Source: an optimization exercise on an open RTL-to-GDS flow (aim: a short achievable clock period and few clock cycles). Production flows keep margins and buffers that such runs may drop. Only simulation tests tie the RTL to the original design; equivalence was not proved.

==> inputs of delta <==
// datapath
module datapath (
    input clk,
    input rst,
    input [31:0] inst,
    input [31:0] l_data,
    output [31:0] addr_inst,
    output reg [31:0] addr_data,
    output reg [31:0] s_data,
    output reg mem_rw,
    output reg [3:0] mem_be
);
export LEC_CHECK = 0
export CAP_MARGIN = 20
export CELL_PAD_IN_SITES_DETAIL_PLACEMENT = 1
export CELL_PAD_IN_SITES_GLOBAL_PLACEMENT = 2
export CORE_MARGIN = 2
export CORE_UTILIZATION = 25
export GPL_ROUTABILITY_DRIVEN = 1
export PLACE_DENSITY = 0.5
export SLEW_MARGIN = 20
create_clock -name core_clock -period 10.0 [get_ports {clk}]
standard.sh (not shown) runs the stock make flow with config.mk's settings and CLKGATE_MAP_FILE= SYNTH_SCRIPT=/design/flow/synth_recipe.tcl, a recipe that flattens the netlist after the stock synthesis.
==> flow/flow/run.sh <==
#!/bin/bash
set -euo pipefail
MARGIN=7
if [[ -f flow/margin.txt ]]; then MARGIN=$(cat flow/margin.txt); fi
EXTRA=()
if [[ -f flow/extra.txt ]]; then mapfile -t EXTRA < flow/extra.txt; fi
if [[ -f flow/post_resize.tcl ]]; then EXTRA+=("POST_RESIZE_TCL=$PWD/flow/post_resize.tcl"); fi
if [[ -f flow/post_grt.tcl ]]; then EXTRA+=("POST_GLOBAL_ROUTE_TCL=$PWD/flow/post_grt.tcl"); fi
if [[ -f flow/post_drt.tcl ]]; then EXTRA+=("POST_DETAIL_ROUTE_TCL=$PWD/flow/post_drt.tcl"); fi
bash standard.sh SETUP_SLACK_MARGIN=$MARGIN "${EXTRA[@]}" finish > standard.log 2>&1
==> flow/flow/extra.txt <==
BUFFER_PORTS_ARGS=-buffer_cell sky130_fd_sc_hd__buf_4
SKIP_ANTENNA_REPAIR_POST_DRT=1
==> flow/flow/margin.txt <==
7
==> flow/flow/post_drt.tcl <==
# Antenna repair after detailed routing with a ratio margin, repeated until check_antennas
# is clean (ORFS's own post-route repair, without margin, is skipped). Each repair is
# followed by detailed routing with ORFS's arguments.
upvar #0 all_args drt_args
set n 0
while {[check_antennas] && $n < 10} {
  repair_antennas -ratio_margin 20
  detailed_route {*}$drt_args
  incr n
}
==> flow/flow/post_grt.tcl <==
# Extra antenna repair with margin after global routing, so that detailed routing leaves
# fewer antenna violations to repair (each repair there means another detailed route).
repair_antennas -iterations 3 -ratio_margin 30 -allow_congestion
check_placement -verbose
check_antennas
==> flow/flow/post_resize.tcl <==
# Buffer long wires (over 250 um), which also keeps the antenna ratio of their segments low.
repair_design -max_wire_length 250 -slew_margin 20 -cap_margin 20 -match_cell_footprint
==> zinc (differences from delta) <==
--- a/flow/design.v
+++ b/flow/design.v
@@ -206,14 +206,12 @@
   reg jv_q, jpt_q;
   reg [31:2] jr_q, jptgt_q;
   wire [31:2] jr1_q = jr_q + 30'd1;
   wire jfail = jv_q & !(jpt_q & (jr_q == jptgt_q));
   wire [31:2] redirect;   
   wire [31:2] redirect1;  
-  wire [31:2] redirect2;  
-  wire [31:2] redirect3;  
   wire stall;             
   wire split;             
   wire e_ldst_w;          
   wire upd;               
   wire [IB-1:0] upd_idx;
   wire [TW-1:0] upd_tag;
@@ -233,14 +231,12 @@
     utgt_e <= upd_tgt;
     uctr_q <= upd_ctr;
   end
   wire [31:2] utgt_q = ujalr_q ? jr_q : utgt_e;
   reg [31:2] pc_f;    
   reg [31:2] pcf1;    
-  reg [31:2] pcf2;    
-  reg [31:2] pcf3;    
   reg s1v;
   assign addr_inst = {pc_f, 2'b00};
   wire btb_v[0:NB-1];
   wire [TW-1:0] btb_tag[0:NB-1];
   wire [31:2] btb_tgt[0:NB-1];
   wire [1:0] btb_ctr[0:NB-1];
@@ -307,50 +303,31 @@
   wire [31:2] fa_tgt1 = fa_tgt + 30'd1;
   wire [31:2] fb_tgt1 = fb_tgt + 30'd1;
   wire f_pair = s1v & !fa_pt;
   wire f_two = f_pair & !split;
   wire f_tj = fa_pt & fa_ti & !split;
   wire [31:2] fa_tgt2 = fa_tgt + 30'd2;
-  wire [31:2] fa_tgt3 = fa_tgt + 30'd3;
-  wire [31:2] fa_tgt4 = fa_tgt + 30'd4;
-  wire [31:2] fb_tgt2 = fb_tgt + 30'd2;
-  wire [31:2] fb_tgt3 = fb_tgt + 30'd3;
-  wire [31:2] pc_f4 = pcf3 + 30'd1;
-  wire [31:2] pc_f5 = pcf3 + 30'd2;
-  wire s_tj = f_tj;
-  wire s_tb = !f_tj & f_two & fb_pt;
-  wire s_2 = !f_tj & f_two & !fb_pt;
-  wire s_ta = !f_tj & !f_two & fa_pt;
-  wire s_1 = !f_tj & !f_two & !fa_pt;
-  wire [31:2] seq_n = ({30{s_tj}} & fa_tgt1) | ({30{s_tb}} & fb_tgt) | ({30{s_2}} & pcf2) |
-                      ({30{s_ta}} & fa_tgt) | ({30{s_1}} & pcf1);
-  wire [31:2] seq_n1 = ({30{s_tj}} & fa_tgt2) | ({30{s_tb}} & fb_tgt1) | ({30{s_2}} & pcf3) |
-                       ({30{s_ta}} & fa_tgt1) | ({30{s_1}} & pcf2);
-  wire [31:2] seq_n2 = ({30{s_tj}} & fa_tgt3) | ({30{s_tb}} & fb_tgt2) | ({30{s_2}} & pc_f4) |
-                       ({30{s_ta}} & fa_tgt2) | ({30{s_1}} & pcf3);
-  wire [31:2] seq_n3 = ({30{s_tj}} & fa_tgt4) | ({30{s_tb}} & fb_tgt3) | ({30{s_2}} & pc_f5) |
-                       ({30{s_ta}} & fa_tgt3) | ({30{s_1}} & pc_f4);
+  wire [31:2] pc_f2 = pcf1 + 30'd1;
+  wire [31:2] seq_n = f_tj ? fa_tgt1 : (f_two ? (fb_pt ? fb_tgt : pc_f2) : (fa_pt ? fa_tgt : pcf1));
+  wire [31:2] pc_f3 = pcf1 + 30'd2;
+  wire [31:2] seq_n1 = ({30{f_two & fb_pt}} & fb_tgt1) | ({30{f_two & !fb_pt}} & pc_f3) |
+                       ({30{!f_two & fa_pt & !f_tj}} & fa_tgt1) | ({30{!f_two & !fa_pt}} & pc_f2) |
+                       ({30{f_tj}} & fa_tgt2);
   wire [31:2] pc_m = redirect;
   wire [31:2] pc_m1 = redirect1;
   wire [31:2] pc_s = stall ? pc_f : seq_n;
   wire [31:2] pc_s1 = stall ? pcf1 : seq_n1;
-  wire [31:2] pc_s2 = stall ? pcf2 : seq_n2;
-  wire [31:2] pc_s3 = stall ? pcf3 : seq_n3;
   wire [31:2] pc_n = mis ? pc_m : pc_s;
   wire [31:2] pc_n1 = mis ? pc_m1 : pc_s1;
   always @(posedge clk) begin
     if (rst) begin
       pc_f <= START[31:2];
       pcf1 <= START[31:2] + 30'd1;
-      pcf2 <= START[31:2] + 30'd2;
-      pcf3 <= START[31:2] + 30'd3;
     end else begin
       pc_f <= pc_n;
       pcf1 <= pc_n1;
-      pcf2 <= mis ? redirect2 : pc_s2;
-      pcf3 <= mis ? redirect3 : pc_s3;
     end
   end
   function automatic [31:0] onehot(input [4:0] r);
     onehot = 32'd1 << r;
   endfunction
   wire [31:0] oh_i1 = onehot(inst[19:15]);
@@ -612,18 +589,12 @@
   wire [31:2] d_cpc = pair ? pc1_d : pc_d;
   wire [31:2] d_pc2 = pc_d + 30'd2;
   wire [31:2] d1_pc1 = pc1_d + 30'd1;
   wire [31:2] d1_pc2 = pc1_d + 30'd2;
   wire [31:2] d_cnxt = ({30{pair}} & d1_pc1) | ({30{!pair}} & d_pc1);
   wire [31:2] d_cnxt1 = ({30{pair}} & d1_pc2) | ({30{!pair}} & d_pc2);
-  wire [31:2] d_pc3 = pc_d + 30'd3;
-  wire [31:2] d_pc4 = pc_d + 30'd4;
-  wire [31:2] d1_pc3 = pc1_d + 30'd3;
-  wire [31:2] d1_pc4 = pc1_d + 30'd4;
-  wire [31:2] d_cnxt2 = ({30{pair}} & d1_pc3) | ({30{!pair}} & d_pc3);
-  wire [31:2] d_cnxt3 = ({30{pair}} & d1_pc4) | ({30{!pair}} & d_pc4);
   wire d_cpt = pair ? pt1_d : pt_d;
   wire [31:2] d_tb = pc_d + imm_b[31:2];
   wire [31:2] d_tj = pc_d + imm_j[31:2];
   wire [31:2] d_t1 = pc1_d + imm_b1[31:2];
   wire [31:2] d_t1j = pc1_d + imm_j1[31:2];
   wire d_st1 = pxb;
@@ -648,13 +619,13 @@
   reg [31:0] p_e, q_e;
   reg c_br, c_jal, c_jalr, c_ctrl, c_pt, c_hit;
   reg [1:0] c_ctr;
   reg [2:0] c_f3;
   reg unb_e;
   reg [31:2] c_pc, c_nxt, c_ptgt;
-  reg [31:2] tb_e, tj_e, t1_e, t1j_e, c_nxt1, c_nxt2, c_nxt3;
+  reg [31:2] tb_e, tj_e, t1_e, t1j_e, c_nxt1;
   reg sel_tb, sel_tj, sel_t1, sel_t1j;
   reg k_rr, k_1r, k_2r, k_r1, k_r2;
   reg kl1_rr, kl1_1r, kl1_2r, kl1_r1, kl1_r2, kl0_rr, kl0_1r, kl0_2r, kl0_r1, kl0_r2;
   reg ke1_rr, ke1_1r, ke1_2r, ke1_r1, ke1_r2, ke0_rr, ke0_1r, ke0_2r, ke0_r1, ke0_r2;
   reg jk_e, c_jal_v, c_misc_v, c_x, c_ltsel, c_bj;
   wire d_go = v_d & !stall;
@@ -848,14 +819,12 @@
     c_ctr <= pair ? ctr1_d : ctr_d;
     c_f3 <= pair ? d1_f3 : d_f3;
     unb_e <= pair ? d1_f3[1] : d_f3[1];
     c_pc <= d_cpc;
     c_nxt <= d_cnxt;
     c_nxt1 <= d_cnxt1;
-    c_nxt2 <= d_cnxt2;
-    c_nxt3 <= d_cnxt3;
     tb_e <= d_tb;
     tj_e <= d_tj;
     t1_e <= d_t1;
     sel_t1 <= d_st1;
     sel_t1j <= d_st1j;
     t1j_e <= d_t1j;
@@ -921,18 +890,12 @@
                 (kl1_r2 & lt_r2) | (kl0_r2 & !lt_r2) | (ke1_r2 & eq_r2) | (ke0_r2 & !eq_r2);
   assign mis = (!sq_e & (mis_br | (c_jal_v & !c_pt) | mis_bad | c_misc_v)) | jfail;
   wire [31:2] c_tgt1 = c_tgt + 30'd1;
   wire bad_ctl = bad & c_bj;
   assign redirect = jfail ? jr_q : (c_pt ? (bad_ctl ? c_pc : c_nxt) : c_tgt);
   assign redirect1 = jfail ? jr1_q : (c_pt ? (bad_ctl ? c_nxt : c_nxt1) : c_tgt1);
-  wire [31:2] c_tgt2 = c_tgt + 30'd2;
-  wire [31:2] c_tgt3 = c_tgt + 30'd3;
-  wire [31:2] jr2_q = jr_q + 30'd2;
-  wire [31:2] jr3_q = jr_q + 30'd3;
-  assign redirect2 = jfail ? jr2_q : (c_pt ? (bad_ctl ? c_nxt1 : c_nxt2) : c_tgt2);
-  assign redirect3 = jfail ? jr3_q : (c_pt ? (bad_ctl ? c_nxt2 : c_nxt3) : c_tgt3);
   wire kill_a = jfail | sq_e;
   wire kill_b = jfail | sq_e | (pby_e & (mis_br | (c_jal_v & !c_pt) | mis_bad)) | pred_tk;
   assign upd = v_e & !sq_e & c_ctrl & (act_taken | c_hit) & !jfail & !c_pred;
   always @(posedge clk) begin
     if (rst) jv_q <= 1'b0;
     else jv_q <= jk_e & !sq_e & !jfail;
==> results.tsv <==
metric	value	unit
fillerInstances	85700	
row_count	324	
comb_power	26.9	mW
clk_latency	1200	ps
fin_crit	4720	ps
nWellTaps	10300	
skew	143	ps
status	complete, no violations	
That was zinc.
==> results.tsv <==
metric	value	unit
status	complete, no violations	
fillerInstances	91200	
clk_latency	1250	ps
nWellTaps	11100	
row_count	335	
grt_pass1_vias	256000	
That was delta.
Testbench counts of delta, summed over its fixed seeds: cycles 270,573.
Testbench counts of zinc, summed over its fixed seeds: cycles 270,573.

re-timing with driven ports:
No port has a modelled driver above. Below, the same layouts with a new extraction and two added sets of constraints. Step 1 sets driving cells, clkbuf_16 on the clock port and buf_2 on the other inputs (assumed; they add their load-dependent delay and slew). Step 2 moves the port delays by t, midway between the first and last clock arrival at a register: inputs arrive t later, outputs are due t later. That takes back most of the time a late clock gives input paths. a / b / c = no drivers / after step 1 / after step 2; a / b = the first two.
run | shift t [ns] | slack for setup (ns) | worst setup path after step 2 | latest minus earliest clock arrival (ns) | slew at the worst register clock pin (ns)
delta | 1.323 | 5.348 / 5.348 / 4.447 | input to register | 0.184 / 0.184 | 0.07 / 0.07
zinc | 1.272 | 5.276 / 5.276 / 4.812 | input to register | 0.143 / 0.143 | 0.08 / 0.08
After both steps every run listed still meets setup and hold. For delta, which loses most, drivers alone change the setup slack by 0.000 ns; drivers and shift together by -0.901 ns.
